What follows belongs to an exercise in optimizing a design on an open flow for small area, a short achievable clock period and few clock cycles per item; a production flow would make more cautious choices. RTL that was checked went through simulation tests only; none was proved equivalent to the original. No activity file was given, so power comes from the tool's default toggle rates.

==> raven <==
==> flow/design.v (excerpt) <==
module PipeIntMul(
  input  [31:0] intA,
  input  [31:0] intB,
  output [63:0] longP,
  input         val_op,
  output        commit,
  output        oprand_rdy,
  input         clk,
  input         reset
);
make LEC_CHECK=0 CAP_MARGIN=20 CORE_MARGIN=2 CORE_UTILIZATION=40 SLEW_MARGIN=20 SYNTH_HIERARCHICAL=1 SYNTH_MINIMUM_KEEP_SIZE=0 finish   # period 9.0 ns
run.sh (not shown) runs the stock make flow with config.mk's settings and CLKGATE_MAP_FILE= SYNTH_SCRIPT=/design/flow/synth_recipe.tcl, a recipe that flattens the netlist after the stock synthesis.
==> zinc: changes against raven <==
--- a/flow/config.mk
+++ b/flow/config.mk
@@ -8,6 +8,8 @@
 export CAP_MARGIN = 20
 export CORE_MARGIN = 2
 export CORE_UTILIZATION = 40
+export SETUP_SLACK_MARGIN = 5
 export SLEW_MARGIN = 20
 export SYNTH_HIERARCHICAL = 1
 export SYNTH_MINIMUM_KEEP_SIZE = 0
+export TNS_END_PERCENT = 100
==> summary.txt <==
- Leading cell types in the layout, fill and taps excluded: nor2_1, fa_1, dfxtp_1
- CP Launch Point: an_r[9]$_DFF_P_
- Max FO, Critical Path: 19
- Final WL: 111000 um
- Worst Max-Slew Pin Slew: approximately 1100 ps
- Iteration-0 DRC Markers: around 2400
- Fill cells: roughly 7600
- Status: no timing/DRC/antenna violations
[end of results for raven]
==> summary.txt <==
- Status: no timing/DRC/antenna violations
- Leading cell types in the layout, fill and taps excluded: nor2_1, fa_1, fa_2
- Flop pwr share: 0.129
- Final Worst Setup Slack: between 4000 and 5000 ps
- Fill cells: between 6000 and 7000
- Worst Max-Slew Pin Slew: between 600 and 700 ps
- Iteration-0 DRC Markers: about 3200
- Final WL: around 140000 um
- Fraction of area in registers: 0.124
- Post-synthesis adder-cell area fraction: 0.592
- Max FO, Critical Path: 7
- Final setup TNS: 0 ps
[end of results for zinc]
Function was not checked in any run of this note: the RTL went through the layout flow alone.

========
==> inputs of juniper <==
PipeIntMul, a different RTL version from the one above (not shown whole).
Settings: LEC_CHECK=0, CAP_MARGIN=20, CORE_MARGIN=2, CORE_UTILIZATION=40, SLEW_MARGIN=20, SYNTH_HIERARCHICAL=1, SYNTH_MINIMUM_KEEP_SIZE=0; clock period 9.0 ns.
==> onyx (differences from juniper) <==
--- a/flow/config.mk
+++ b/flow/config.mk
@@ -9,5 +9,7 @@
 export CORE_MARGIN = 2
 export CORE_UTILIZATION = 40
+export SETUP_SLACK_MARGIN = 5
 export SLEW_MARGIN = 20
 export SYNTH_HIERARCHICAL = 1
 export SYNTH_MINIMUM_KEEP_SIZE = 0
+export TNS_END_PERCENT = 100
==> notes <==
juniper completed with no timing, DRC or antenna violations. onyx finished with timing, DRC and antenna clean.
In synthesized cell count, juniper and onyx do not differ.
In sequential cell count, juniper and onyx do not differ.
In area after synthesis, juniper and onyx do not differ.
In onyx the cell count is higher than in juniper, by 3.4%.
Against onyx, the setup slack of juniper is lower by 870 ps.
No run of this note included a check of the RTL's function; only the layout flow was run.

========
==> run Z: inputs <==
Another version of the RTL of PipeIntMul (not shown whole).
clock: 9.0 ns
lec_check: 0
abc_area: 1
cap_margin: 20
core_margin: 2
core_utilization: 40
setup_slack_margin: 5
slew_margin: 20
synth_hierarchical: 1
synth_minimum_keep_size: 0
tns_end_percent: 100
==> inputs of run R, as changes to run Z <==
Settings changed: ABC_AREA 1 to default.
==> parameters.txt <==
Parameter                              Value

Drt
  Routed Wire Length    104,000 um

Cells and area
  Cell Count, Final, Fillers Out    roughly 3,700
  Non-clk buf share    approximately 5%

Global route
  Global routing met1 resource utilization    between 30% and 40%

Status
  Run status  no timing/DRC/antenna violations

Setup path
  Buffers and inverters on the worst path    0

Power and ir drop
  Combinational logic power    approximately 11,000 uW
the above is filed under run R

==> parameters.txt <==
Parameter                              Value

Cells and area
  Sequential cell area in the final layout    about 0.0057 mm^2
  Non-clk buf share    5.97%
  Cell Count, Final, Fillers Out    ~4,600

Status
  Run status  no timing/DRC/antenna violations

Timing
  # setup viols final    0

Yosys
  Top-area cell type share of the netlist area    31.3%

Setup path
  Buffers and inverters on the worst path    2

Power and ir drop
  Combinational logic power    about 12,000 uW

Drt
  Routed Wire Length    112,000 um

Global route
  Global routing met1 resource utilization    between 30% and 40%
the above is filed under run Z

Testbench counts of run Z, summed over its fixed seeds: cycles 816, items 800.
Testbench counts of run R, summed over its fixed seeds: cycles 816, items 800.

re-timing with driven ports:
How much do the figures lean on ideal ports? The routed layouts below were timed once more, with nothing changed but the port constraints. Step 1: set_driving_cell puts a clkbuf_16 on clk and a buf_2 on each other input, an assumption about the parent block. Step 2 adds t to the input delays and takes it off the output delays; t is the mean of the earliest and latest rising clock arrival at the registers after step 1. Input paths then give back, and output paths get back, about the clock's delay inside the block. Three values: no drivers, after step 1, after step 2; two values: the first two.
| run | t (ns) | setup slack, ns | worst setup path after step 2 |
|---|---|---|---|
| raven | 0.661 | 3.782 / 3.782 / 3.782 | register to register |
| zinc | 0.694 | 4.370 / 4.370 / 4.370 | register to register |
| juniper | 0.633 | 3.994 / 3.994 / 3.994 | register to register |
| onyx | 0.633 | 4.860 / 4.860 / 4.860 | register to register |
| run Z | 0.631 | 4.947 / 4.947 / 4.947 | register to register |
| run R | 0.632 | 4.971 / 4.971 / 4.971 | register to register |
After both steps setup and hold are still met in every run listed.
